From an optimization exercise on the open Yosys and OpenROAD flow, aimed at small area and a short achievable clock period; shortcuts taken in it are not production practice. Function was not checked in any run shown here: the RTL went through the layout flow alone. No activity file was given, so power comes from the tool's default toggle rates.

--- flow/config.mk ---
export PLATFORM = sky130hd
export DESIGN_NAME = cpu2
export DESIGN_NICKNAME = cpu2
export VERILOG_FILES = /design/flow/design.v
export SDC_FILE = /design/flow/constraint.sdc
export NUM_CORES = 4
export LEC_CHECK = 0
export CAP_MARGIN = 20
export CORE_MARGIN = 2
export CORE_UTILIZATION = 40
export PLACE_DENSITY = 0.6
export SETUP_SLACK_MARGIN = 5
export SLEW_MARGIN = 20
--- flow/run.sh ---
#!/bin/bash
# synth_recipe.tcl (not shown) runs the flow's synth.tcl, then flattens the netlist and writes it again
# the make line also repeats each setting of config.mk as NAME=value (left out here)
make -C /OpenROAD-flow-scripts/flow DESIGN_CONFIG=/design/flow/config.mk WORK_HOME=/design/flow/orfs CLKGATE_MAP_FILE= SYNTH_SCRIPT=/design/flow/synth_recipe.tcl finish
--- flow/design.v ---
module cpu2(
    input clk, rst_n,
    output hlt,
    output [15:0] pc,
    output [15:0] imem_addr,
    input [15:0] imem_data,
    output [15:0] dmem_addr,
    output [15:0] dmem_wdata,
    output dmem_we,
    input [15:0] dmem_rdata
);
    reg [15:0] pc_r;
    reg [15:0] if_inst, if_pc;
    reg [15:0] ex_inst, ex_pcnew, ex_rd1, ex_rd2;
    reg        ex_rfw, ex_stall, ex_flush;
    reg        ex_s1x, ex_s1m, ex_s1r, ex_s2x, ex_s2m, ex_s2r;
    reg [2:0]  flags;
    reg        mem_rfw, mem_dmw, mem_mtr, mem_hlt, mem_m3;
    reg [3:0]  mem_wr;
    reg [15:0] mem_res, mem_sd;
    reg        wb_rfw, wb_hlt;
    reg [3:0]  wb_wr;
    reg [15:0] wb_data;
    wire [3:0] ex_op    = ex_inst[15:12];
    wire [3:0] ex_wr    = ex_inst[11:8];
    wire       ex_is_ld = (ex_op == 4'h8);
    wire       ex_is_st = (ex_op == 4'h9);
    wire       ex_br    = ex_op[3] & ex_op[2];           
    wire [3:0] ex_rr2   = ex_is_st ? ex_inst[11:8] : ex_inst[3:0];
    wire       ex_flagset = ex_rfw & ~ex_op[3] & ~(ex_op[1] & ex_op[0]);
    wire [15:0] id_inst = ex_flush ? 16'h0000 : if_inst;
    wire [15:0] id_pc   = ex_flush ? 16'h0000 : if_pc;
    wire [3:0]  op      = id_inst[15:12];
    wire id_is_st  = (op == 4'h9);
    wire id_lb0    = op[3] & ~op[2] & op[1];             
    wire id_is_b   = (op == 4'hC);
    wire id_is_br  = (op == 4'hD);
    wire id_is_hlt = (op == 4'hF);
    wire id_rfw    = ~(id_is_st | id_is_b | id_is_br | id_is_hlt);
    wire [3:0] rr1 = id_lb0 ? id_inst[11:8] : id_inst[7:4];
    wire [3:0] rr2 = id_is_st ? id_inst[11:8] : id_inst[3:0];
    wire stall = (ex_is_ld & ((ex_wr == rr1) | (ex_wr == rr2))) |
                 ((id_is_b | id_is_br) & ex_flagset);
    wire f1x = id_rfw & (rr1 == ex_wr);
    wire f1m = id_rfw & (rr1 == mem_wr);
    wire f2x = id_rfw & (rr2 == ex_wr);
    wire f2m = id_rfw & (rr2 == mem_wr);
    reg cond;
    always @(*) begin
        case (id_inst[11:9])
            3'b000: cond = ~flags[0];
            3'b001: cond = flags[0];
            3'b010: cond = ~flags[0] & ~flags[2];
            3'b011: cond = flags[2];
            3'b100: cond = flags[0] | ~flags[2];
            3'b101: cond = flags[2] | flags[0];
            3'b110: cond = flags[1];
            default: cond = 1'b1;
        endcase
    end
    wire flush = (id_is_b | id_is_br) & cond & ~stall;
    wire rf_we = wb_rfw & ~ex_flush;
    wire [15:0] rf_wd = wb_data & {16{rst_n}};
    wire [15:0] rfv [0:15];
    genvar gi;
    generate
        for (gi = 0; gi < 16; gi = gi + 1) begin : R
            reg [15:0] q;
            always @(posedge clk)
                if (~rst_n | (rf_we & (wb_wr == gi))) q <= rf_wd;
            assign rfv[gi] = q;
        end
    endgenerate
    wire [15:0] rd1 = (rf_we & (rr1 == wb_wr)) ? wb_data : rfv[rr1];
    wire [15:0] rd2 = (rf_we & (rr2 == wb_wr)) ? wb_data : rfv[rr2];
    wire [15:0] pc_next = {id_pc[15:1] + 15'd1, id_pc[0]};
    wire [15:0] pc_brc  = {id_pc[15:1], 1'b1} + {{6{id_inst[8]}}, id_inst[8:0], 1'b1};
    wire [15:0] pc_br   = {pc_brc[15:1], id_pc[0]};
    wire [15:0] pc_new  = id_is_hlt ? id_pc :
                          (id_is_b & cond) ? pc_br :
                          (id_is_br & cond) ? rd1 : pc_next;
    wire [15:0] a1 = ({16{ex_s1x}} & mem_res) | ({16{ex_s1m}} & wb_data) | ({16{ex_s1r}} & ex_rd1);
    wire [15:0] a2 = ({16{ex_s2x}} & mem_res) | ({16{ex_s2m}} & wb_data) | ({16{ex_s2r}} & ex_rd2);
    wire ex_src0 = (ex_op == 4'h4) | (ex_op == 4'h5) | (ex_op == 4'h6);
    wire ex_src1 = ex_is_ld | ex_is_st;
    wire [3:0] imm4 = ex_inst[3:0];
    wire [15:0] rt = ex_src0 ? {12'h000, imm4} :
                     ex_src1 ? {{11{imm4[3]}}, imm4, 1'b0} : a2;
    wire        sub  = ~ex_op[3] & ex_op[0];
    wire [15:0] addA = {a1[15:1], a1[0] & ~ex_op[3]};
    wire [15:0] addB = sub ? ~rt : rt;
    wire [15:0] s    = addA + addB + {15'h0000, sub};
    wire        ovf  = (addA[15] == addB[15]) & (s[15] != addA[15]);
    wire [15:0] sat  = ovf ? (a1[15] ? 16'h0100 : 16'h7FFF) : s;
    wire [8:0]  red_lo = a1[7:0] + rt[7:0];
    wire [8:0]  red_hi = a1[15:8] + rt[15:8];
    wire [12:0] red_t  = {{4{red_lo[8]}}, red_lo[7:0]} + {{4{red_hi[8]}}, red_hi[7:0]};
    wire [15:0] red    = {{4{red_t[12]}}, red_t[11:0]};
    wire [4:0] n0 = a1[3:0] + rt[3:0];
    wire [4:0] n1 = a1[7:4] + rt[7:4];
    wire [4:0] n2 = a1[11:8] + rt[11:8];
    wire [4:0] n3 = a1[15:12] + rt[15:12];
    wire o0 = (a1[3] == rt[3]) & (n0[3] != a1[3]);
    wire o1 = (a1[7] == rt[7]) & (n1[3] != a1[7]);
    wire [15:0] psa;
    assign psa[3:0]   = o0 ? (a1[3] ? 4'h1 : 4'h7) : n0[3:0];
    assign psa[7:4]   = o1 ? (a1[7] ? 4'h1 : 4'h7) : n1[3:0];
    assign psa[11:8]  = (o0 & ~(a1[11] ^ rt[11])) ? (a1[11] ? 4'h1 : 4'h7) : n2[3:0];
    assign psa[15:12] = (o0 & ~(a1[15] ^ rt[15])) ? (a1[15] ? 4'h1 : 4'h7) : n3[3:0];
    wire        is_sll = (ex_op == 4'h4);
    wire        is_ror = (ex_op == 4'h6);
    wire [15:0] a1rev;
    genvar gj;
    generate
        for (gj = 0; gj < 16; gj = gj + 1) begin : REV
            assign a1rev[gj] = a1[15 - gj];
        end
    endgenerate
    wire [15:0] shy = is_sll ? a1rev : a1;
    wire [31:0] shr = {shy, shy} >> imm4;
    wire [15:0] shkeep = 16'hFFFF >> imm4;       
    wire        shfill = ~is_sll & a1[15];
    wire [15:0] sho = (shr[15:0] & (shkeep | {16{is_ror}})) |
                      ({16{shfill}} & ~shkeep & {16{~is_ror}});
    wire [15:0] shorev;
    generate
        for (gj = 0; gj < 16; gj = gj + 1) begin : REV2
            assign shorev[gj] = sho[15 - gj];
        end
    endgenerate
    reg [15:0] res;
    always @(*) begin
        case (ex_op)
            4'h0, 4'h1: res = sat;
            4'h2:       res = a1 ^ rt;
            4'h3:       res = red;
            4'h4:       res = shorev;
            4'h5, 4'h6: res = sho;
            4'h7:       res = psa;
            4'h8, 4'h9: res = s;
            4'hA:       res = {a1[15:8], ex_inst[7:0]};
            4'hB:       res = {ex_inst[7:0], a1[7:0]};
            4'hE:       res = ex_pcnew;
            default:    res = a1;
        endcase
    end
    reg [2:0] flags_n;
    always @(*) begin
        case (ex_op)
            4'h0, 4'h1: flags_n = {~ovf & s[15], ovf, ~ovf & (s == 16'h0000)};
            4'h2:       flags_n = {flags[2:1], flags[0] | (a1 == rt)};
            4'h4, 4'h5, 4'h6: flags_n = {flags[2:1], flags[0] | (sho == 16'h0000)};
            default:    flags_n = flags;
        endcase
    end
    assign dmem_addr  = mem_res;
    assign dmem_wdata = mem_m3 ? wb_data : mem_sd;
    assign dmem_we    = mem_dmw & rst_n;
    assign hlt       = wb_hlt;
    assign pc        = if_pc;
    assign imem_addr = pc_r;
    always @(posedge clk) begin
        if (~rst_n) begin
            pc_r <= 16'h0000; if_inst <= 16'h0000; if_pc <= 16'h0000;
            ex_inst <= 16'h0000; ex_pcnew <= 16'h0000;
            ex_rd1 <= 16'h0000; ex_rd2 <= 16'h0000;
            ex_rfw <= 1'b0; ex_stall <= 1'b0; ex_flush <= 1'b0;
            ex_s1x <= 1'b0; ex_s1m <= 1'b0; ex_s1r <= 1'b0;
            ex_s2x <= 1'b0; ex_s2m <= 1'b0; ex_s2r <= 1'b0;
            flags <= 3'b000;
            mem_rfw <= 1'b0; mem_dmw <= 1'b0; mem_mtr <= 1'b0; mem_hlt <= 1'b0;
            mem_m3 <= 1'b0; mem_wr <= 4'h0; mem_res <= 16'h0000; mem_sd <= 16'h0000;
            wb_rfw <= 1'b0; wb_hlt <= 1'b0; wb_wr <= 4'h0; wb_data <= 16'h0000;
        end else begin
            if (~ex_stall) begin
                pc_r    <= ex_br ? ex_pcnew : pc_r + 16'd2;
                if_inst <= imem_data;
                if_pc   <= pc_r;
            end
            ex_inst  <= stall ? 16'h0000 : id_inst;
            ex_pcnew <= pc_new;
            ex_rd1   <= rd1;
            ex_rd2   <= rd2;
            ex_rfw   <= ~stall & id_rfw;
            ex_stall <= stall;
            ex_flush <= flush;
            ex_s1x   <= ~stall & f1x;
            ex_s1m   <= ~stall & ~f1x & f1m;
            ex_s1r   <= ~stall & ~f1x & ~f1m;
            ex_s2x   <= ~stall & f2x;
            ex_s2m   <= ~stall & ~f2x & f2m;
            ex_s2r   <= ~stall & ~f2x & ~f2m;
            flags    <= flags_n;
            mem_rfw  <= ex_rfw;
            mem_dmw  <= ex_is_st;
            mem_mtr  <= ex_is_ld;
            mem_hlt  <= (ex_op == 4'hF);
            mem_wr   <= ex_wr;
            mem_res  <= res;
            mem_sd   <= ex_rd2;
            mem_m3   <= mem_rfw & (mem_wr == ex_rr2);
            wb_rfw   <= mem_rfw;
            wb_hlt   <= mem_hlt;
            wb_wr    <= mem_wr;
            wb_data  <= mem_mtr ? dmem_rdata : mem_res;
        end
    end
endmodule
--- flow/constraint.sdc ---
create_clock -name core_clock -period 11.0 [get_ports {clk}]
set_input_delay 2.2000 -clock core_clock [delete_from_list [all_inputs] [get_ports {clk}]]
set_output_delay 2.2000 -clock core_clock [all_outputs]
set_load 0.01 [all_outputs]
==> results of run 1 <==
## per-stage QoR
step / power (mW) / cells / hold WS (ns) / setup WS [ns]
global placement: 3.01 / 3365 / 0.457 / 5.20
CTS: 4.77 / 3456 / 0.472 / 5.13
global route: 4.92 / 3457 / 0.484 / 5.03
detailed placement: 3.00 / 3365 / 0.454 / 5.18
finish: 4.79 / 3457 / 0.468 / 5.29
floorplan: 2.54 / 2533 / 0.412 / 5.65
## state kept, by name (all words and copies together), names as in the netlist, 3 cells and up
register  flops
ex_rd1       16
ex_pcnew     16
mem_sd       16
mem_res      16
mem_wr        4
flags         3
pc_r         16
if_pc        16
wb_wr         4
R.q         256
wb_data      16
ex_inst      16
ex_rd2       16
if_inst      16
## critical path, stage by stage
cell             delay [ns]
buf_4                  0.42
and2_1                 0.28
clkdlybuf4s50_1        0.56
## report_power, final
group          switching [mW]  internal, mW  total (mW)  leakage, nW
clock                   0.730          1.05        1.78        0.840
combinational           0.662         0.335       0.997         5.75
sequential              0.130          1.88        2.01         4.17
total                    1.52          3.27        4.79         10.8
## Yosys cell counts (36+ instances only)
| master | count |
|---|---|
| a21o_1 | 39 |
| a21oi_1 | 145 |
| a221oi_1 | 56 |
| a222oi_1 | 36 |
| a22o_1 | 43 |
| a22oi_1 | 138 |
| and2_1 | 97 |
| and3_1 | 40 |
| clkbuf_1 | 137 |
| dfxtp_1 | 187 |
| edfxtp_1 | 256 |
| ha_1 | 56 |
| inv_1 | 44 |
| mux2i_1 | 76 |
| nand2_1 | 114 |
| nand3_1 | 119 |
| nand4_1 | 47 |
| nor2_1 | 227 |
| nor2b_1 | 36 |
| nor3_1 | 37 |
| o21ai_0 | 136 |
| xnor2_1 | 69 |
## placed cells by master (no fill, tap or decap), types with 20 or more instances in the layout
| master | synthesis | layout |
|---|---|---|
| edfxtp_1 | 256 | 256 |
| nor2_1 | 227 | 220 |
| dfxtp_1 | 187 | 183 |
| a21oi_1 | 145 | 143 |
| a22oi_1 | 138 | 138 |
| o21ai_0 | 136 | 120 |
| nand3_1 | 119 | 119 |
| nand2_1 | 114 | 114 |
| clkdlybuf4s50_1 | 0 | 98 |
| and2_1 | 97 | 97 |
| mux2i_1 | 76 | 76 |
| buf_4 | 0 | 71 |
| xnor2_1 | 69 | 69 |
| a221oi_1 | 56 | 56 |
| ha_1 | 56 | 56 |
| clkbuf_16 | 0 | 50 |
| nand4_1 | 47 | 47 |
| inv_1 | 44 | 43 |
| a22o_1 | 43 | 43 |
| and3_1 | 40 | 40 |
| a21o_1 | 39 | 39 |
| a222oi_1 | 36 | 36 |
| nor2b_1 | 36 | 35 |
| mux2_2 | 31 | 31 |
| nor3_1 | 37 | 31 |
| xor2_1 | 30 | 30 |
| nand2b_1 | 28 | 28 |
| o22ai_1 | 27 | 27 |
| a211oi_1 | 22 | 22 |
| a31oi_1 | 20 | 20 |
## area by class of cell
| cell class | count | area (um2) |
|---|---|---|
| fillers | 5812 | 33000 |
| clock inverters | 32 | 427 |
| clock buffers | 59 | 1320 |
| multi-input cells | 1868 | 12900 |
| repair buffers | 170 | 1520 |
| inverters | 48 | 180 |
| well taps | 837 | 1050 |
| flip-flops and latches | 443 | 11400 |
## cell families (layout without fill, tap and decap cells)
group / Yosys count / in the layout / synth area share
compound gates: 775 / 775 / 0.215
xor+xnor: 99 / 99 / 0.0346
fa+ha+maj: 63 / 63 / 0.0335
buf+inv: 222 / 309 / 0.0381
flops: 443 / 443 / 0.456
mux: 126 / 126 / 0.0607
simple gates: 805 / 805 / 0.162
## metal layers
metal	vias up	GRT usage	wire, um
met1	11100	0.446	43600
met3	390	0.0634	11700
met5	-	0	11
met4	2	0.174	6810
met2	1514	0.529	49600
li1	9797	-	-
## how the worst max path moves through the flow
stage | cells past startpoint | to | from | slack [ns]
global placement | 22 | mem_res[13] | ex_inst[13] | 5.20
CTS | 22 | mem_res[13] | ex_inst[13] | 5.13
detailed placement | 22 | mem_res[13] | ex_inst[13] | 5.18
floorplan | 4 | dmem_we | rst_n | 5.65
global route | 24 | mem_res[13] | ex_inst[15] | 5.03
finish | 3 | dmem_we | rst_n | 5.29
==> run summary, run 1 <==
- Die Ht: approximately 250 um
- VDD IR max: roughly 140 uV
- # clock sinks: 443
- Hold EP: pc_r[0]
- PD cells: between 150 and 200 nW/um2
- CTS Buffer Depth: 3
- Fmax: 175 MHz
- Total GRT Usage: 0.338
- Status: timing/DRC/antenna clean
- Root buffer cell: clkbuf_16
- Worst hold path type: reg2reg
- HP Start: ex_pcnew[0]
- Max FO, Critical Path: 36
- Dominant cell type by area after synthesis: edfxtp_1
- RSZ-0062 raised after global routing: no
- Synthesized flop and latch total: roughly 440
- Core Region: ~62000 um2
- Fin area: 28800 um2
- CP endpoint kind: output pin
- Number of flops mapped to enable cells by yosys: about 260
- Pre-Repair DR Iteration Count: 7
- RR Startpoint: ex_s1x
- Startpoint types: input port
- Mean Syn Cell Area: roughly 9.9 um2
- Worst Path Arrival: roughly 3.5 ns
- Final min period: between 5 and 6 ns
- Initial antenna violation count: 3
- Leakage: 10.8 nW
- Top cell type's share of synthesized area: 0.307
- H-tree depth: 2
- Layout Nets: approximately 2700
- Synth-to-layout area growth: 14.9%
- Post-Syn Area: 25100 um2
- Top cells by area, synth: edfxtp_1 31%, dfxtp_1 15%, a22oi_1 4.1%
- Slew Limit Fails: 0
- Post CTS Setup Buffer Count: 0
- Share of layout cells above drive strength 1: 0.105
- WP data required: approximately 9 ns
- Placed instance area: 27000 um2
- Cells after Synth: between 2000 and 3000
- Hold Fails Final Rpt: 0
- GR Overflow Total: 0
- DRC viols: 0
- Sum Neg Setup Slack: 0 ns
- Core Util, Final: 0.466
- Worst-Skew Late Latency: between 0.6 and 0.7 ns
- Average wire per standard cell: 32.3 um
- Site Rows: just over 90
- # setup viols final: 0
- Hold buffers post-CTS: 0
- CTS tree: yes
- Post-synth ARST share: 0
- N_diodes: 0
- Post-Route WL: about 110000 um
- DR iter-0 viols: 3328
- Worst r2r path cells: 19
- Initial Util: 0.406
- Max cap viols: 0
- Skew final: approximately 0.056 ns
- IO Port Bufs: 99
- Vias in the first global route: between 20000 and 25000
- Final worst path period share: 0.519
- Post-CTS sizing: 0
- Antenna viol nets, final: 0
- I/O Pins: 100
- Post-synthesis cell type count: 89
- Final HPWL DP: about 77000 um
- Yosys warning count: 1
- Vias: about 23000
- First-pass GRT wire length: approximately 160000 um
- Clock transition at the registers of the reported paths: 0.06 ns
- Hold Path Cell Cnt: 2
- Routability cong.: 1.08
- DIE WIDTH: between 200 and 300 um
- Max-Slew Margin vs Limit: 0.200
- R2r setup slk: around 5.4 ns
- Worst reg2reg path endpoint: mem_res[13]
- Least-Margin Pin Slew: around 1.2 ns
- Post-synthesis net count: 2630
- Seq/Total Area, Yosys: 0.456
- Die footprint: 64700 um2
- CTS buffer count: 50
- Crit Path Class: in2out
- Largest net degree at the start of global routing: 74
- Via density per instance: 6.61
- Main flop type after synthesis: edfxtp_1
==> run 2: changes to the inputs <==
--- a/flow/design.v
+++ b/flow/design.v
@@ -13,6 +13,7 @@
     reg [15:0] if_inst, if_pc;
     reg [15:0] ex_inst, ex_pcnew, ex_rd1, ex_rd2;
     reg        ex_rfw, ex_stall, ex_flush;
+    reg        ex_sub, ex_bimm;                    
     reg        ex_s1x, ex_s1m, ex_s1r, ex_s2x, ex_s2m, ex_s2r;
     reg [2:0]  flags;
     reg        mem_rfw, mem_dmw, mem_mtr, mem_hlt, mem_m3;
@@ -29,7 +30,7 @@
     wire [3:0] ex_rr2   = ex_is_st ? ex_inst[11:8] : ex_inst[3:0];
     wire       ex_flagset = ex_rfw & ~ex_op[3] & ~(ex_op[1] & ex_op[0]);
     wire [15:0] id_inst = ex_flush ? 16'h0000 : if_inst;
-    wire [15:0] id_pc   = ex_flush ? 16'h0000 : if_pc;
+    wire [15:0] id_pc   = if_pc;
     wire [3:0]  op      = id_inst[15:12];
     wire id_is_st  = (op == 4'h9);
     wire id_lb0    = op[3] & ~op[2] & op[1];             
@@ -81,17 +82,17 @@
                           (id_is_br & cond) ? rd1 : pc_next;
     wire [15:0] a1 = ({16{ex_s1x}} & mem_res) | ({16{ex_s1m}} & wb_data) | ({16{ex_s1r}} & ex_rd1);
     wire [15:0] a2 = ({16{ex_s2x}} & mem_res) | ({16{ex_s2m}} & wb_data) | ({16{ex_s2r}} & ex_rd2);
-    wire ex_src0 = (ex_op == 4'h4) | (ex_op == 4'h5) | (ex_op == 4'h6);
-    wire ex_src1 = ex_is_ld | ex_is_st;
     wire [3:0] imm4 = ex_inst[3:0];
-    wire [15:0] rt = ex_src0 ? {12'h000, imm4} :
-                     ex_src1 ? {{11{imm4[3]}}, imm4, 1'b0} : a2;
-    wire        sub  = ~ex_op[3] & ex_op[0];
+    wire [15:0] immv = ex_op[3] ? {{11{imm4[3]}}, imm4, 1'b0} : {12'h000, imm4};
+    wire [15:0] rt = ex_bimm ? immv : a2;
     wire [15:0] addA = {a1[15:1], a1[0] & ~ex_op[3]};
-    wire [15:0] addB = sub ? ~rt : rt;
-    wire [15:0] s    = addA + addB + {15'h0000, sub};
-    wire        ovf  = (addA[15] == addB[15]) & (s[15] != addA[15]);
+    wire [15:0] addB = rt ^ {16{ex_sub}};
+    wire [15:0] lo   = {1'b0, addA[14:0]} + {1'b0, addB[14:0]} + {15'h0000, ex_sub};
+    wire        c15  = lo[15];
+    wire [15:0] s    = {addA[15] ^ addB[15] ^ c15, lo[14:0]};
+    wire        ovf  = (addA[15] == addB[15]) & (c15 != addA[15]);
     wire [15:0] sat  = ovf ? (a1[15] ? 16'h0100 : 16'h7FFF) : s;
+    wire        szero = &((addA ^ addB) ~^ {addA[14:0] | addB[14:0], ex_sub});
     wire [8:0]  red_lo = a1[7:0] + rt[7:0];
     wire [8:0]  red_hi = a1[15:8] + rt[15:8];
     wire [12:0] red_t  = {{4{red_lo[8]}}, red_lo[7:0]} + {{4{red_hi[8]}}, red_hi[7:0]};
@@ -147,7 +148,7 @@
     reg [2:0] flags_n;
     always @(*) begin
         case (ex_op)
-            4'h0, 4'h1: flags_n = {~ovf & s[15], ovf, ~ovf & (s == 16'h0000)};
+            4'h0, 4'h1: flags_n = {~ovf & s[15], ovf, ~ovf & szero};
             4'h2:       flags_n = {flags[2:1], flags[0] | (a1 == rt)};
             4'h4, 4'h5, 4'h6: flags_n = {flags[2:1], flags[0] | (sho == 16'h0000)};
             default:    flags_n = flags;
@@ -160,17 +161,24 @@
     assign pc        = if_pc;
     assign imem_addr = pc_r;
     always @(posedge clk) begin
+        ex_pcnew <= pc_new;
+        ex_rd1   <= rd1;
+        ex_rd2   <= rd2;
+        mem_sd   <= ex_rd2;
+        wb_data  <= mem_mtr ? dmem_rdata : mem_res;
+    end
+    always @(posedge clk) begin
         if (~rst_n) begin
             pc_r <= 16'h0000; if_inst <= 16'h0000; if_pc <= 16'h0000;
-            ex_inst <= 16'h0000; ex_pcnew <= 16'h0000;
-            ex_rd1 <= 16'h0000; ex_rd2 <= 16'h0000;
+            ex_inst <= 16'h0000;
             ex_rfw <= 1'b0; ex_stall <= 1'b0; ex_flush <= 1'b0;
+            ex_sub <= 1'b0; ex_bimm <= 1'b0;
             ex_s1x <= 1'b0; ex_s1m <= 1'b0; ex_s1r <= 1'b0;
             ex_s2x <= 1'b0; ex_s2m <= 1'b0; ex_s2r <= 1'b0;
             flags <= 3'b000;
             mem_rfw <= 1'b0; mem_dmw <= 1'b0; mem_mtr <= 1'b0; mem_hlt <= 1'b0;
-            mem_m3 <= 1'b0; mem_wr <= 4'h0; mem_res <= 16'h0000; mem_sd <= 16'h0000;
-            wb_rfw <= 1'b0; wb_hlt <= 1'b0; wb_wr <= 4'h0; wb_data <= 16'h0000;
+            mem_m3 <= 1'b0; mem_wr <= 4'h0; mem_res <= 16'h0000;
+            wb_rfw <= 1'b0; wb_hlt <= 1'b0; wb_wr <= 4'h0;
         end else begin
             if (~ex_stall) begin
                 pc_r    <= ex_br ? ex_pcnew : pc_r + 16'd2;
@@ -178,11 +186,11 @@
                 if_pc   <= pc_r;
             end
             ex_inst  <= stall ? 16'h0000 : id_inst;
-            ex_pcnew <= pc_new;
-            ex_rd1   <= rd1;
-            ex_rd2   <= rd2;
             ex_rfw   <= ~stall & id_rfw;
             ex_stall <= stall;
+            ex_sub   <= ~stall & (op == 4'h1);
+            ex_bimm  <= ~stall & ((op == 4'h4) | (op == 4'h5) | (op == 4'h6) |
+                                  (op == 4'h8) | (op == 4'h9));
             ex_flush <= flush;
             ex_s1x   <= ~stall & f1x;
             ex_s1m   <= ~stall & ~f1x & f1m;
@@ -197,12 +205,10 @@
             mem_hlt  <= (ex_op == 4'hF);
             mem_wr   <= ex_wr;
             mem_res  <= res;
-            mem_sd   <= ex_rd2;
             mem_m3   <= mem_rfw & (mem_wr == ex_rr2);
             wb_rfw   <= mem_rfw;
             wb_hlt   <= mem_hlt;
             wb_wr    <= mem_wr;
-            wb_data  <= mem_mtr ? dmem_rdata : mem_res;
         end
     end
 endmodule
--- a/flow/config.mk
+++ b/flow/config.mk
@@ -7,7 +7,7 @@
 export LEC_CHECK = 0
 export CAP_MARGIN = 20
 export CORE_MARGIN = 2
-export CORE_UTILIZATION = 40
-export PLACE_DENSITY = 0.6
+export CORE_UTILIZATION = 55
+export PLACE_DENSITY = 0.65
 export SETUP_SLACK_MARGIN = 5
 export SLEW_MARGIN = 20
==> run summary, run 2 <==
- Switching Share: 0.348 (+0.0304)
- Fin area: 27900 um2 (-3.1%)
- Fmax: 180 MHz (+2.7%)
- Synth-to-layout area growth: 12.5%
- Worst r2r path cells: 17 (-2)
- Main flop type after synthesis: edfxtp_1
- DR iter-0 viols: 3265 (-1.9%)
- Largest register FFs: 256 (unchanged)
- PD cells: 190 nW/um2 (+14%)
- Post-CTS sizing: 0 (unchanged)
- Levels on crit path: 3 (unchanged)
- Total GRT Usage: 0.399 (+0.0608)
- # setup viols final: 0 (unchanged)
- DRC viols: 0 (unchanged)
- CP endpoint kind: output pin
- H-tree depth: 2 (unchanged)
- Sum Neg Setup Slack: 0 ns (unchanged)
- Clock transition at the registers of the reported paths: 0.06 ns (about the same)
- Post-Route WL: 95300 um (-15%)
- Post-Syn Area: 24800 um2 (-1.0%)
- Die Ht: 216 um (-15%)
- CP top delay family: buffers and inverters
- # clock sinks: 445 (+0.45%)
- Final HPWL DP: 65800 um (-15%)
- Count leader, synth: edfxtp_1
- Synthesized flop and latch total: 445 (+0.45%)
- Top post-synthesis cells by count: 256 x edfxtp_1, 218 x a22oi_1, 189 x dfxtp_1, 173 x a21oi_1, 159 x nor2_1
- Top reg by flops: R.q
- CTS Buffer Depth: 3 (unchanged)
- Max-Slew Margin vs Limit: 0.203 (+0.00265)
- Switching power: 1.85 mW (+21%)
- Status: timing/DRC/antenna clean
- CTS tree: yes
- Dpl ws: 5.46 ns (+0.278 ns)
- Cells after Synth: 2447 (-3.4%)
- Fin cells: 3127 (-9.5%)
- Slew Limit Fails: 0 (unchanged)
- Antenna viol nets, final: 0 (unchanged)
- Max FO, Critical Path: 52 (+44%)
- Site Rows: 77 (-15%)
- Number of flops mapped to enable cells by yosys: 256 (unchanged)
- Most frequent cells in the layout: 256 x edfxtp_1, 218 x a22oi_1, 187 x dfxtp_1
- Worst Path Arrival: 3.36 ns (-0.15 ns)
- Core Region: 44400 um2 (-28%)
- Core Util, Final: 0.628 (+0.162)
- IO Port Bufs: 99 (unchanged)
- Pre-Repair DR Iteration Count: 8 (+1)
- Average wire per standard cell: 30.5 um (-5.7%)
- Startpoint types: input port
- Root buffer cell: clkbuf_16
- Post CTS Setup Buffer Count: 0 (unchanged)
- Hold buffers post-CTS: 0 (unchanged)
- Clock share of power: 0.292 (-0.080)
- Least-Margin Pin Slew: 1.20 ns (-0.00397 ns)
- Largest net degree at the start of global routing: 68 (-8.1%)
- First-pass GRT wire length: 138000 um (-12%)
- Slowest cell on crit path: clkdlybuf4s50_1
- RSZ-0062 raised after global routing: no
- Skew final: 0.0306 ns (-0.0256 ns)
- Initial Util: 0.559 (+0.153)
- CP cell instances: buf_4 > and2_1 > clkdlybuf4s50_1
- Max cap viols: 0 (unchanged)
- Dominant cell type by area after synthesis: edfxtp_1
- Post-synthesis cell type count: 91 (+2.2%)
- Seq/Total Area, Yosys: 0.462 (+0.00642)
- Placed instance area: 26400 um2 (-2.3%)
- Vias: 22000 (-3.7%)
- Post-synth ARST share: 0 (unchanged)
- Via density per instance: 7.04 (+6.5%)
- DIE WIDTH: 216 um (-15%)
- Layout Nets: 2611 (-2.5%)
- Internal power: 3.46 mW (+5.9%)
- Hold Fails Final Rpt: 0 (unchanged)
- Yosys warning count: 1 (unchanged)
- WP data required: 8.80 ns (about the same)
- I/O Pins: 100 (unchanged)
- Total power: 5.30 mW (+11%)
- Final min period: 5.56 ns (-0.150 ns)
- Hold Path Cell Cnt: 0 (-2)
- Leakage: 10.3 nW (-4.1%)
- Seq pwr share: 0.425 (+0.005)
- Dpl cells: 3044 (-9.5%)
- Post-synthesis net count: 2558 (-2.7%)
- Commonest non-fill, non-tap cell in the layout: edfxtp_1
- Die footprint: 46800 um2 (-28%)
- Crit-path max cell delay: 0.55 ns (about the same)
- Top cells by area, synth: edfxtp_1 31%, dfxtp_1 15%, a22oi_1 6.6%
- Initial antenna violation count: 2 (-1)
- Worst hold path type: reg2reg
- Hold WS: 0.360 ns (-0.108 ns)
- CTS buffer count: 46 (-8.0%)
- Crit Path Class: in2out
- Crit path buffers/inverters: 2 (unchanged)
- GR Overflow Total: 0 (unchanged)
- Final worst path period share: 0.505 (-0.0136)
- Vias in the first global route: 21100 (-2.6%)
- Share of layout cells above drive strength 1: 0.102 (-0.00275)
- Mean Syn Cell Area: 10.1 um2 (+2.4%)
- Top cell type's share of synthesized area: 0.310 (+0.00323)
- Setup ws final: 5.44 ns (+0.150 ns)
- Comb pwr share: 0.283 (+0.075)
- Routability cong.: 1.00 (-6.9%)
- VDD IR max: 174 uV (+28%)
- Worst-Skew Late Latency: 0.61 ns (-0.02 ns)
run 2: kinds of logic (layout without fill, tap and decap cells):
logic type,after synthesis,after routing,synth area share
multiplexers,120,120,0.0594
other,0,1,0
AO/OA/AOI/OAI,794,794,0.218
buffers and inverters,229,316,0.0416
flip-flops,445,445,0.462
AND/OR/NAND/NOR,670,670,0.138
adder cells (fa/ha/maj),77,77,0.0409
XOR/XNOR,112,112,0.0395
run 2: layout make-up:
type | instances | area, um2
multi-input cells | 1773 | 12400
clock inverters | 22 | 239
flip-flops and latches | 445 | 11500
diodes | 1 | 2.50
well taps | 592 | 741
clock buffers | 60 | 1230
repair buffers | 170 | 1520
inverters | 64 | 240
fillers | 3643 | 16500
run 2: power groups by stage:
| stage | registers, mW | clock network [mW] | logic (mW) |
|---|---|---|---|
| finish | 2.25 | 1.55 | 1.50 |
| global route | 2.27 | 1.62 | 1.58 |
| CTS | 2.24 | 1.55 | 1.45 |
| detailed placement | 2.27 | 0 | 1.44 |
| global placement | 2.27 | 0 | 1.43 |
| floorplan | 2.16 | 0 | 0.925 |
run 2: final timing paths:
path,startpoint,to,slack [ns]
worst min register to register,ex_rd2[1],mem_sd[1],0.36
worst max register to register,ex_inst[15],mem_res[14],6.00
worst max-delay path,rst_n,dmem_we,5.44
worst min-delay path,ex_rd2[1],mem_sd[1],0.36
run 2: metal layers:
| metal | wire [um] | up-vias | GRT usage |
|---|---|---|---|
| met5 | 11 | - | 0 |
| met1 | 34400 | 10400 | 0.488 |
| met3 | 10400 | 500 | 0.0912 |
| li1 | - | 9477 | - |
| met2 | 43000 | 1651 | 0.638 |
| met4 | 7450 | 2 | 0.252 |
==> run 3: changes to the inputs <==
==> flow/flow/run.sh (new file) <==
#!/bin/bash
# The standard layout (standard synthesis, floorplan, placement, CTS,
# routing) with only the timing-repair target tightened: repair_timing aims
# for SETUP_SLACK_MARGIN ns of setup slack at the design's own clock period
# and constraints, which are not changed.
set -euo pipefail
bash standard.sh SETUP_SLACK_MARGIN=6.1 finish > standard_flow.log 2>&1
==> flow/standard.sh (new file) <==
#!/bin/bash
# synth_recipe.tcl (not shown) runs the flow's synth.tcl, then flattens the netlist and writes it again
# the make line also repeats each setting of config.mk as NAME=value (left out here)
make -C /OpenROAD-flow-scripts/flow DESIGN_CONFIG=/design/flow/config.mk WORK_HOME=/design/flow/orfs CLKGATE_MAP_FILE= SYNTH_SCRIPT=/design/flow/synth_recipe.tcl "${@:-finish}"
--- a/flow/config.mk
+++ b/flow/config.mk
@@ -9,5 +9,4 @@
 export CORE_MARGIN = 2
 export CORE_UTILIZATION = 55
 export PLACE_DENSITY = 0.65
-export SETUP_SLACK_MARGIN = 5
 export SLEW_MARGIN = 20
removed: flow/run.sh
==> run summary, run 3 <==
- Status: timing/DRC/antenna clean
- Synth-to-layout area growth: 13.4%
- Worst r2r path cells: 18 (+1)
- Worst reg2reg path endpoint: mem_res[15]
- Dpl ws: 5.43 ns (-0.0326 ns)
- Least-Margin Pin Slew: 1.30 ns (+0.106 ns)
- # setup viols final: 0 (unchanged)
- Skew final: 0.0209 ns (-0.00968 ns)
- Max cap viols: 0 (unchanged)
- Max FO, Critical Path: 2 (-96%)
- Startpoint types: input port
- Worst Path Arrival: 2.67 ns (-0.69 ns)
- Final worst path period share: 0.443 (-0.0625)
- Site Rows: 77 (unchanged)
- H-tree depth: 2 (unchanged)
- Largest register FFs: 256 (unchanged)
- XOR/XNOR share of the synthesized area: 0.0395 (unchanged)
- Count leader, synth: edfxtp_1
- Hold WS: 0.357 ns (-0.00353 ns)
- Internal power: 3.52 mW (+2.0%)
- DR iter-0 viols: 3552 (+8.8%)
- Top cell type's share of synthesized area: 0.310 (unchanged)
- VDD IR max: 157 uV (-10%)
- First-pass GRT wire length: 138000 um (-0.32%)
- Vias in the first global route: 21000 (-0.66%)
- Fmax: 205 MHz (+14%)
- Worst hold path type: reg2reg
- Total GRT Usage: 0.398 (-0.000586)
- Mean Syn Cell Area: 10.1 um2 (unchanged)
- R2r setup slk: 6.31 ns (+0.31 ns)
- WP data required: 8.80 ns (about the same)
- Leakage: 10.4 nW (+1.1%)
- Met3 Use GR: 0.0842 (-0.00702)
- Die footprint: 46800 um2 (unchanged)
- Top reg by flops: R.q
- Compound-Gate Fraction of Synth Area: 0.218 (unchanged)
- Dominant cell type by area after synthesis: edfxtp_1
- Worst-Skew Late Latency: 0.61 ns (about the same)
- Number of flops mapped to enable cells by yosys: 256 (unchanged)
- CP endpoint: dmem_we
- DRC viols: 0 (unchanged)
- N_diodes: 0 (-1)
- CTS buffer count: 46 (unchanged)
- Fin area: 28100 um2 (+0.80%)
- Commonest non-fill, non-tap cell in the layout: edfxtp_1
- Synthesized flop and latch total: 445 (unchanged)
- Hold Fails Final Rpt: 0 (unchanged)
- Initial antenna violation count: 2 (unchanged)
- Seq/Total Area, Yosys: 0.462 (unchanged)
- RSZ-0062 raised after global routing: no
- Post-Route WL: 94700 um (-0.57%)
- Placed instance area: 26400 um2 (+0.14%)
- Pre-Repair DR Iteration Count: 6 (-2)
- CP cell instances: buf_16 > and2_1 > clkdlybuf4s15_2
- Largest net degree at the start of global routing: 65 (-4.4%)
- Clock transition at the registers of the reported paths: 0.06 ns (about the same)
- Sum Neg Setup Slack: 0 ns (unchanged)
- Share of layout cells above drive strength 1: 0.111 (+0.00860)
- Clock share of power: 0.303 (+0.011)
- PD cells: 191 nW/um2 (+0.28%)
- FILL cells: 3589 (-1.5%)
- Root buffer cell: clkbuf_16
- Switching power: 1.84 mW (-0.57%)
- Slew Limit Fails: 0 (unchanged)
- Post-synthesis net count: 2558 (unchanged)
- CTS tree: yes
- Hold Path Cell Cnt: 0 (unchanged)
- CP endpoint kind: output pin
- Layer with the highest usage: met2
- Top post-synthesis cells by count: 256 x edfxtp_1, 218 x a22oi_1, 189 x dfxtp_1, 173 x a21oi_1, 159 x nor2_1
- RR Startpoint: ex_inst[15]
- Setup ws final: 6.13 ns (+0.688 ns)
- Switching Share: 0.342 (-0.00569)
- Core Region: 44400 um2 (unchanged)
- Antenna viol nets, final: 0 (unchanged)
- Cells after Synth: 2447 (unchanged)
- Main flop type after synthesis: edfxtp_1
- Largest family of logic cells by synthesized area: compound AO/OA/AOI/OAI gates
- Post-Synth Adder-Cell Area: 0.0409 (unchanged)
- Average wire per standard cell: 30.2 um (-0.88%)
- Crit Path Class: in2out
- Seq pwr share: 0.418 (-0.007)
- Final HPWL DP: 65100 um (-0.99%)
- IO Port Bufs: 99 (unchanged)
- Core Util, Final: 0.633 (+0.00502)
- Slowest cell on crit path: clkdlybuf4s15_2
- Post-synthesis mux area share: 0.0594 (unchanged)
- Simple-gate share of the synthesized area: 0.138 (unchanged)
- Critical path origin: rst_n
- CTS Buffer Depth: 3 (unchanged)
- Layout Nets: 2618 (+0.27%)
- Yosys warning count: 1 (unchanged)
- Final min period: 4.87 ns (-0.688 ns)
- Via density per instance: 6.95 (-1.3%)
- Post-synth ARST share: 0 (unchanged)
- GR Overflow Total: 0 (unchanged)
- Die Ht: 216 um (unchanged)
- Max-Slew Margin vs Limit: 0.133 (-0.0705)
- Vias: 21800 (-0.98%)
- Comb pwr share: 0.279 (-0.004)
- # clock sinks: 445 (unchanged)
- Met1 Use GR: 0.496 (+0.00787)
- I/O Pins: 100 (unchanged)
- Met2 global-route usage: 0.645 (+0.00652)
- Top cells by area, synth: edfxtp_1 31%, dfxtp_1 15%, a22oi_1 6.6%
- Initial Util: 0.559 (unchanged)
- DIE WIDTH: 216 um (unchanged)
- Post-Syn Area: 24800 um2 (unchanged)
- Post-synthesis cell type count: 91 (unchanged)
- Crit-path max cell delay: 0.22 ns (-0.33 ns)
- Hold buffers post-CTS: 0 (unchanged)
- Routability cong.: 1.04 (+3.1%)
- Most frequent cells in the layout: 256 x edfxtp_1, 218 x a22oi_1, 184 x dfxtp_1
run 3: logic make-up (layout without fill, tap and decap cells):
group,Yosys count,in the layout
XOR/XNOR,112,112
multiplexers,120,120
buffers and inverters,229,327
AO/OA/AOI/OAI,794,794
AND/OR/NAND/NOR,670,670
adder cells (fa/ha/maj),77,77
flip-flops,445,445
run 3: timing repair:
item	in CTS	in global routing
resized for setup	8	8
buffers inserted	1	1
gates cloned	1	0
pin swaps	0	1
endpoints found under the setup margin	2	9
run 3: power groups by stage:
stage / clock (mW) / sequential, mW / combinational, mW
2_1_floorplan: 0 / 2.16 / 0.925
3_3_place_gp: 0 / 2.26 / 1.42
3_5_place_dp: 0 / 2.26 / 1.43
4_1_cts: 1.63 / 2.23 / 1.45
5_1_grt: 1.70 / 2.26 / 1.58
6_report: 1.62 / 2.24 / 1.50
run 3: critical path, delay by kind of cell:
kind	cells	cell delay, ns
simple gates	1	0.13
buf+inv	2	0.33
run 3: how the worst min path moves through the flow:
| stage | startpoint | endpoint | slack [ns] |
|---|---|---|---|
| after floorplan | ex_rd2[3] | mem_sd[3] | 0.33 |
| after global placement | ex_rd2[14] | mem_sd[14] | 0.35 |
| after detailed placement | ex_rd2[2] | mem_sd[2] | 0.35 |
| after CTS | ex_rd2[2] | mem_sd[2] | 0.36 |
| after global routing | ex_rd2[14] | mem_sd[14] | 0.36 |
| final | ex_rd2[13] | mem_sd[13] | 0.36 |
run 3: through the flow:
step | power [mW] | cells
detailed placement | 3.69 | 3047
global route | 5.53 | 3137
finish | 5.36 | 3137
floorplan | 3.09 | 2447
global placement | 3.68 | 3046
CTS | 5.31 | 3135
run 3: final cells by class:
class | instances | area, um2 | share of cell area
sequential | 445 | 11500 | 0.408
clock buffer | 55 | 1200 | 0.0428
tap | 592 | 741 | 0.0263
inverter | 64 | 240 | 0.00854
timing repair buffer | 177 | 1640 | 0.0584
multi-input combinational | 1773 | 12500 | 0.443
clock inverter | 31 | 362 | 0.0129
run 3: layer usage:
metal	vias to the layer above	part of all wire
met4	2	0.069
met5	-	0.00012
met1	10300	0.36
met3	428	0.11
met2	1560	0.46
li1	9482	-

==> what the ideal ports hide <==
The results above use ideal ports. As a check the final layouts listed here were re-extracted and re-timed, cells and wires unchanged.
Step 1 assumes that a clkbuf_16 drives the clock port and a buf_2 every other input.
Step 2 adds t to the input delays and takes it off the output delays; t is the mean of the earliest and latest rising clock arrival at the registers after step 1. Input paths then give back, and output paths get back, about the clock's delay inside the block.
Three values: no drivers, after step 1, after step 2; two values: the first two.
run	t, ns	slack for setup (ns)	latest minus earliest clock arrival (ns)	worst data-port slew with drivers (ns)	cell pins on the clock port's net
run 1	0.666	5.293 / 5.266 / 5.266	0.059 / 0.059	0.09	1
run 2	0.653	5.443 / 5.419 / 5.419	0.031 / 0.031	0.05	1
run 3	0.661	6.131 / 6.057 / 6.057	0.022 / 0.023	0.10	1
After both steps setup and hold are still met in every run listed. For run 3, which loses most, drivers alone change the setup slack by -0.074 ns; drivers and shift together by -0.074 ns.
